What follows belongs to an exercise in optimizing a design on an open flow for small area and a short achievable clock period; a production flow would make more cautious choices.
In this exercise RTL edits were held to simulation tests only and were not proved equivalent to the original.
Power figures rest on the tool's default switching activity, not on a simulated workload.

File: flow/config.mk
export PLATFORM = sky130hd
export DESIGN_NAME = cpu
export DESIGN_NICKNAME = cpu
export VERILOG_FILES = /design/flow/design.v
export SDC_FILE = /design/flow/constraint.sdc
export NUM_CORES = 4
export LEC_CHECK = 0
export CAP_MARGIN = 20
export CORE_MARGIN = 2
export CORE_UTILIZATION = 40
export SLEW_MARGIN = 20
File: flow/constraint.sdc
create_clock -name core_clock -period 8.5 [get_ports {clk}]
set_input_delay 1.7000 -clock core_clock [delete_from_list [all_inputs] [get_ports {clk}]]
set_output_delay 1.7000 -clock core_clock [all_outputs]
set_load 0.01 [all_outputs]
File: flow/design.v
`timescale 1ns / 1ps
module alu (input [7:0] b, a,
            input [3:0] opcode,
            output reg [7:0] y);
reg [7:0] o, an, n, x, add, sub, rsn;
always @* 
begin
    o   = a | b;
    an  = a & b;
    n   = ~a;
    x   = a ^ b;
    add = a + b;
    sub = a - b;
    rsn = a >> b;
    case (opcode)
        4'h0  :   y    = o;
        4'h1  :   y   = an;
        4'h2  :   y   = n;
        4'h3  :   y   = x;
        4'h4  :   y   = add;
        4'h5  :   y   = sub;
        4'h6  : y      = b;
        4'h7  : y = rsn;
        default: y            = 8'b0;
    endcase
end
endmodule 
`timescale 1ns / 1ps
module pc(input clk, reset, jump, freeze,
          input [7:0] jmpaddr,
          output reg [7:0] data);
always @(posedge clk)
begin
    if (reset == 1)
    begin
        data <= 8'b0;
    end
    else if (reset == 0)
    begin
        if (jump == 1)
            data <= jmpaddr;
        else
            data <= freeze? data : data + 1;
    end
end
endmodule
`timescale 1ns / 1ps
module regfile (input [1:0] readreg1, readreg2, writereg,
                input [7:0] data,
                input clk, reset, regwrite,
                output [7:0] read1, read2, v1, v2);
reg [7:0] registerfile [3:0];  
always @(negedge clk)
begin
    if (reset == 1)
    begin
        registerfile[2'd0] <= 8'b0;
        registerfile[2'd1] <= 8'b0;
        registerfile[2'd2] <= 8'b0;
        registerfile[2'd3] <= 8'b0;
    end
    else if (regwrite == 1)
        registerfile[writereg] <= data;
end
assign read1 = (regwrite && readreg1 == writereg)? data: registerfile[readreg1];
assign read2 = (regwrite && readreg2 == writereg)? data: registerfile[readreg2];
assign v1    = registerfile[0];
assign v2    = registerfile[1];
endmodule
`timescale 1ns / 1ps
module control (input clk, reset, interrupt,
                input [7:0] datamem_data, datamem_address, regfile_out1,
                input [7:0] regfile_out2, alu_out, usermem_data_in,
                output reg [3:0] alu_opcode,
                output reg [7:0] regfile_data, usermem_data_out,
                output reg [1:0] regfile_read1, regfile_read2, regfile_writereg,
                output reg [7:0] usermem_address, pc_jmpaddr,
                output reg rw, regfile_regwrite, pc_jump, pc_freeze);
    parameter state0 = 3'h0;
    parameter state1 = 3'h1;
    parameter state2 = 3'h2;
    parameter state3 = 3'h3;
    parameter state4 = 3'h4;
    parameter state5 = 3'h5;
    parameter state6 = 3'h6;
    reg [2:0] stage;
    reg [7:0] instruction_c;
    reg [7:0] instruction;
    reg [7:0] sp;
    reg is_onecyc, is_alu;
    reg eq;
    always @(*) 
    begin
        instruction_c = datamem_data;
        is_alu        = (instruction_c[7:4] <=  4'h7);
        is_onecyc     = (instruction_c[7:4] <=  4'hd);
        alu_opcode    = instruction_c[7:4];
        regfile_read1 = (stage == state0) ? instruction_c[3:2] : instruction[3:2];
        regfile_read2 = (stage == state0) ? instruction_c[1:0] : instruction[1:0];
        regfile_writereg = instruction[1:0];
        eq  = (regfile_out1 == regfile_out2);
        pc_freeze = (stage >= state4) ? 1 : 0;
    end
    always @(posedge clk) 
    begin
        regfile_regwrite <= 0;
        if (interrupt == 1)
        begin
            pc_jump    <= 1;
            pc_jmpaddr <= 8'hfd;
            stage      <= state2;
        end
        else if (reset == 1)
        begin
            sp                                                             <= 0;
            {instruction, regfile_data, usermem_data_out, usermem_address} <= 8'b0;
            {rw, regfile_regwrite}                                         <= 1'b0;
            pc_jump                                                        <= 1;
            pc_jmpaddr                                                     <= 8'b0;
            stage                                                          <= state2;
        end
        else if (stage == state0)
        begin
            rw          <= 0;
            instruction <= datamem_data;
            if (is_alu)
            begin
                rw               <= 0;
                regfile_regwrite <= 1;
                regfile_data     <= alu_out;
                stage            <= state0;
            end
            else if (is_alu == 0) 
            begin
                case (instruction_c[7:4])
                    4'h9  :
                    begin
                        pc_jmpaddr       <= regfile_out2;
                        regfile_regwrite <= 0;
                        pc_jump          <= 1;
                        stage            <= state2;
                    end
                    4'ha  :
                    begin
                        rw               <= 1;
                        sp               <= sp + 1;
                        usermem_address  <= sp;
                        usermem_data_out <= datamem_address;
                        pc_jmpaddr       <= regfile_out2;
                        regfile_regwrite <= 0;
                        pc_jump          <= 1;
                        stage            <= state2;
                    end
                    4'hb  :
                    begin
                        if (instruction_c[3:0] == 4'h0) 
                        begin
                            pc_jump          <= 1;
                            sp               <= sp - 1;
                            usermem_address  <= sp;
                            regfile_regwrite <= 0;
                            stage            <= state4;
                        end
                        else if (instruction_c[3:0] == 4'h1) 
                        begin
                            regfile_regwrite <= 1;
                            regfile_data     <= sp;
                            stage            <= state0;
                        end
                        else if (instruction_c[3:0] == 4'h2) 
                        begin
                            sp               <= sp - 1;
                            usermem_address  <= sp;
                            regfile_regwrite <= 1;
                            regfile_regwrite <= 0;
                            stage            <= state6;
                        end
                        else if (instruction_c[3:0] == 4'h4) 
                        begin
                            regfile_regwrite <= 0;
                            sp               <= regfile_out1;
                            stage            <= state0;
                        end
                        else if (instruction_c[3:0] == 4'h8) 
                        begin
                            rw               <= 1;
                            sp               <= sp + 1;
                            usermem_address  <= sp + 1;
                            usermem_data_out <= regfile_out1;
                            stage            <= state0;
                        end
                    end
                    4'hc  :
                    begin
                        regfile_regwrite <= 0;
                        if (eq)
                        begin
                            stage <= state3;
                        end
                        else
                            stage <= state0;
                    end
                    4'hd  :
                    begin
                        regfile_regwrite <= 0;
                        if (eq == 0)
                        begin
                            stage <= state3;
                        end
                        else
                            stage <= state0;
                    end
                    default:  stage <= state1;
                endcase
            end
        end
        else if (stage == state1)
        begin
            case (instruction[7:4])
                4'h8  :
                begin
                    rw               <= 0;
                    regfile_regwrite <= 1;
                    regfile_data     <= datamem_data;
                    stage            <= state0;
                end
                4'he  :
                begin
                    rw               <= 1;
                    regfile_regwrite <= 0;
                    usermem_address  <= datamem_data;
                    usermem_data_out <= regfile_out1;
                    stage            <= state0;
                end
                4'hf  :
                begin
                    rw               <= 0;
                    usermem_address  <= datamem_data;
                    regfile_regwrite <= 1;
                    stage            <= state5;
                end
            endcase
        end
        else if (stage == state2)
        begin
            rw          <= 0;
            instruction <= datamem_data;
            pc_jump     <= 0;
            stage       <= state0;
        end
        else if (stage == state3)
        begin
            if (is_onecyc)
                stage <= state0;
            else
                stage <= state2;
        end
        else if (stage == state4)
        begin
            rw         <= 0;
            pc_jmpaddr <= usermem_data_in;
            stage      <= state2;
        end
        else if (stage == state5)
        begin
            instruction  <= datamem_data;
            regfile_data <= usermem_data_in;
            stage        <= state0;
        end
        else if (stage == state6)
        begin
            instruction  <= datamem_data;
            regfile_data <= usermem_data_in;
            stage        <= state0;
        end
    end
endmodule 
`timescale 1ns / 1ps
module cpu(input clk, reset, interrupt,
           input [7:0] datamem_data, usermem_data_in,
           output [7:0] datamem_address, usermem_address, usermem_data_out,
           output rw,
           output [7:0] v1, v2);
    wire [1:0] regfile_read1, regfile_read2, regfile_writereg;
    wire [7:0] pc_jumpaddr, regfile_data, regfile_out1, regfile_out2;
    wire [7:0] alu_out;
    wire [3:0] alu_opcode;
    pc pc0(clk, reset, pc_jump, pc_freeze, pc_jumpaddr, datamem_address);
    regfile reg0(regfile_read1, regfile_read2, regfile_writereg,
                regfile_data, clk, reset, regfile_regwrite,regfile_out1, 
                regfile_out2,v1,v2);
    alu alu0(regfile_out1, regfile_out2, alu_opcode, alu_out);
    control cntrl0(clk, reset, interrupt, datamem_data, datamem_address, regfile_out1, regfile_out2,
                   alu_out, usermem_data_in, alu_opcode, regfile_data, usermem_data_out, 
                   regfile_read1, regfile_read2, regfile_writereg, usermem_address,
                   pc_jumpaddr, rw, regfile_regwrite, pc_jump, pc_freeze);
endmodule
File: flow/run.sh
#!/bin/bash
# synth_recipe.tcl (not shown) runs the flow's synth.tcl, then flattens the netlist and writes it again
# the make line also repeats each setting of config.mk as NAME=value (left out here)
make -C /OpenROAD-flow-scripts/flow DESIGN_CONFIG=/design/flow/config.mk WORK_HOME=/design/flow/orfs CLKGATE_MAP_FILE= SYNTH_SCRIPT=/design/flow/synth_recipe.tcl finish
==> impl_metrics.env <==
export IMPL_status="timing/DRC/antenna clean"
export IMPL_fin_skew_ns=0.0591
export IMPL_synth_warnings=7
export IMPL_cap_violations=0
export IMPL_final_nets=959
export IMPL_crit_type="reg -> reg"
export IMPL_viasPerCell=6.04
export IMPL_path_clk_slew_ns=0.08
export IMPL_first_pass_iters=5
export IMPL_route_met3_wl_um=1950
export IMPL_setup_viol=0
export IMPL_synth_simple_area_share_pct=21.6
export IMPL_die_y_um=140
export IMPL_fin_ws_ns=0.630
export IMPL_finalWirelength_um=24500
export IMPL_grt_max_degree=48
export IMPL_drtAntennaViolNets=0
export IMPL_ys_seq_area_share_pct=35.5
export IMPL_synthDistinctLibCells=73
export IMPL_die_area_sq_um=19500
export IMPL_synth_fa_ha_area_share_pct=5.14
export IMPL_topRoutingLayerUsed="met4"
export IMPL_r2r_setup_slack_ns=0.63
export IMPL_leakagePower_nw=3.41
export IMPL_clock_latency_ns=0.42
export IMPL_ir_drop_uv=111
export IMPL_clock_sinks=94
export IMPL_synth_edf_count=73
export IMPL_met1_length_um=10900
export IMPL_synth_top_area_share_pct=29.8
export IMPL_clockBufferDepth=2
export IMPL_synth_nets=885
export IMPL_synth_compound_area_share_pct=20.5
export IMPL_rsz0062_at_grt="no"
export IMPL_wl_per_cell_um=21.4
export IMPL_async_reset_ff_share_pct=0
export IMPL_reg2reg_depth=16
export IMPL_reg2reg_from="reg0.registerfile[2][0]"
export IMPL_hold_viol=0
export IMPL_vias=6917
export IMPL_crit_fanout=3
export IMPL_syn_inst=837
export IMPL_power_total_mw=1.41
export IMPL_min_delay_path_depth=2
export IMPL_met2_length_um=10800
export IMPL_cts_root_buffer="clkbuf_16"
export IMPL_worst_pin_slew_ns=1.10
export IMPL_numPortBuffers=59
export IMPL_numCtsBuffers=9
export IMPL_hold_buffers=0
export IMPL_ioPinCount=60
export IMPL_drtIter0Drc=747
export IMPL_min_from="cntrl0.pc_jmpaddr[5]"
export IMPL_cts_max_level=3
export IMPL_rr_endpoint="cntrl0.regfile_data[6]"
export IMPL_grt_overflow_total=0
export IMPL_syn_avg_cell_area_sq_um=8.79
export IMPL_n_antenna_cell=0
export IMPL_slew_viol_final=0
export IMPL_hpwl_um=17800
export IMPL_cts_tree="yes"
export IMPL_drive_gt1_share_pct=9.72
export IMPL_powerDensity_nw_per_um2=163
export IMPL_ctsResizeCount=0
export IMPL_start_kind="flip-flop"
export IMPL_synthXorXnorAreaFrac_pct=3.45
export IMPL_cp_required_ns=8.61
export IMPL_cp_end_kind="flip-flop"
export IMPL_area_growth_synth_to_final_pct=17.6
export IMPL_worstPathArrival_ns=7.98
export IMPL_utilization_pct=48.0
export IMPL_die_x_um=140
export IMPL_antenna_found_initial=0
export IMPL_ys_ff_latch=94
export IMPL_max_slew_margin_pct=26.9
export IMPL_tns_ns=0
export IMPL_fin_hold_ws_ns=0.497
export IMPL_first_global_vias=6467
export IMPL_gp_congestion=0.929
export IMPL_synth_top_family_by_area="simple AND/OR/NAND/NOR gates"
export IMPL_synth_area_leaders="edfxtp_1, dfxtp_1, ha_1"
export IMPL_route_detailed_drc=0
export IMPL_syn_area_sq_um=7360
export IMPL_track_usage_pct=25.0
export IMPL_hold_class="reg -> reg"
export IMPL_post_cts_buffers=0
export IMPL_rows=49
export IMPL_grt_pass1_wl_um=37600
export IMPL_holdPathEnd="pc0.data[5]"
export IMPL_synth_mux_area_share_pct=8.23
export IMPL_initial_core_util_pct=40.8
export IMPL_synth_flop_cell="edfxtp_1"
export IMPL_coreArea_sq_um=18000
export IMPL_dp_slack_ns=0.772
export IMPL_yosys_area_top_type="edfxtp_1"
## sequential cells by signal, indices dropped and copies added, names as in the netlist
name	count
cntrl0.usermem_address	8
cntrl0.pc_jump	1
cntrl0.pc_jmpaddr	8
cntrl0.stage	3
reg0.registerfile	32
cntrl0.regfile_regwrite	1
pc0.data	8
cntrl0.sp	8
cntrl0.regfile_data	8
cntrl0.instruction	8
cntrl0.usermem_data_out	8
cntrl0.rw	1
## cells in the final DEF (no fill, tap or decap), types with 14 or more instances in the layout
cell type        instances
and2_1                  37
nor3_1                  18
nand2_1                 69
nor2b_1                 18
clkdlybuf4s50_1         58
dfxtp_1                 21
xnor2_1                 15
nor2_1                  88
a21oi_1                 55
inv_1                   64
edfxtp_1                73
and3_1                  17
o21ai_0                 56
a211oi_1                20
buf_4                   35
xor2_1                  14
ha_1                    27
nand3_1                 26
mux2i_1                 25
## cells by family (layout without fill, tap and decap cells)
kind of cell | count (synthesis) | count (layout)
AOI/OAI and AO/OA | 228 | 228
xor gates and xnor gates | 29 | 29
adders and majority gates | 29 | 29
muxes | 42 | 42
and+or+nand+nor | 316 | 316
DFF | 94 | 94
buffers and inverters | 99 | 178
## Yosys cell counts, types with 3 or more instances
library cell  instances
a32oi_1               9
a211oi_1             20
o211ai_1              8
nand2_1              69
and3_1               17
ha_1                 27
nor2b_1              18
a22oi_1               4
o21bai_1              8
edfxtp_1             73
or3_1                 5
mux4_2                7
o221ai_1              4
nand3_1              26
a221oi_1             10
xor2_1               14
o21ai_0              56
and2_1               37
xnor2_1              15
clkbuf_1             48
inv_1                33
mux2i_1              25
buf_1                 3
buf_2                 6
o31ai_1               5
nor2_1               88
a31oi_1               7
a21o_1                7
or4b_4                3
a21oi_1              55
buf_6                 3
nor3_1               19
o22ai_1               8
nand4_1               5
dfxtp_1              21
a311oi_1              9
or2_2                 6
nor4b_1               3
mux2i_4               3
nor3b_1               3
mux4_1                3
nand2b_1              5
## cell type report
cell class                      count  area (sq um)
Inverter                           36           140
Clock inverter                     38           173
Timing Repair Buffer               94           848
Multi-Input combinational cell    644          4340
Fill cell                        1760          9370
Sequential cell                    94          2610
Clock buffer                       10           250
Tap cell                          229           287
## per-stage QoR
stage                     instance area, sq um  std cells
final                                     8650       1145
after global routing                      8650       1145
after CTS                                 8650       1145
after detailed placement                  8230       1098
after global placement                    8230       1098
after floorplan                           7360        837
## routing by layer
layer | vias to the layer above | GRT usage, %
met1 | 3278 | 35.0
met4 | 0 | 9.84
met2 | 366 | 38.3
met5 | - | 0
li1 | 3223 | -
met3 | 50 | 4.96
## how the worst max path moves through the flow
stage                                        from                     end  cells past startpoint
final                     reg0.registerfile[2][0]  cntrl0.regfile_data[6]                     16
after detailed placement  reg0.registerfile[1][0]  cntrl0.regfile_data[6]                     16
after global routing      reg0.registerfile[1][0]  cntrl0.regfile_data[6]                     16
after CTS                 reg0.registerfile[1][0]  cntrl0.regfile_data[6]                     16
after global placement    reg0.registerfile[2][0]  cntrl0.regfile_data[6]                     16
after floorplan           reg0.registerfile[2][0]  cntrl0.regfile_data[6]                     16
## critical path: stages, from the launching register on
cell and delay, ns:
edfxtp_1 0.36, and3_1 0.15, a211oi_1 0.17, a311oi_1 0.08
a21oi_1 0.28, ha_1 0.21, inv_1 0.07, fa_1 0.47
a21o_1 0.17, a21oi_1 0.25, nor2b_1 0.08, o21a_1 0.17
o21ai_0 0.14, o31ai_1 0.11, xnor2_1 0.15, a221oi_1 0.31
a311oi_1 0.13
## power breakdown
group | switching, mW | internal, mW
combinational | 0.226 | 0.154
clock | 0.238 | 0.240
sequential | 0.0272 | 0.522
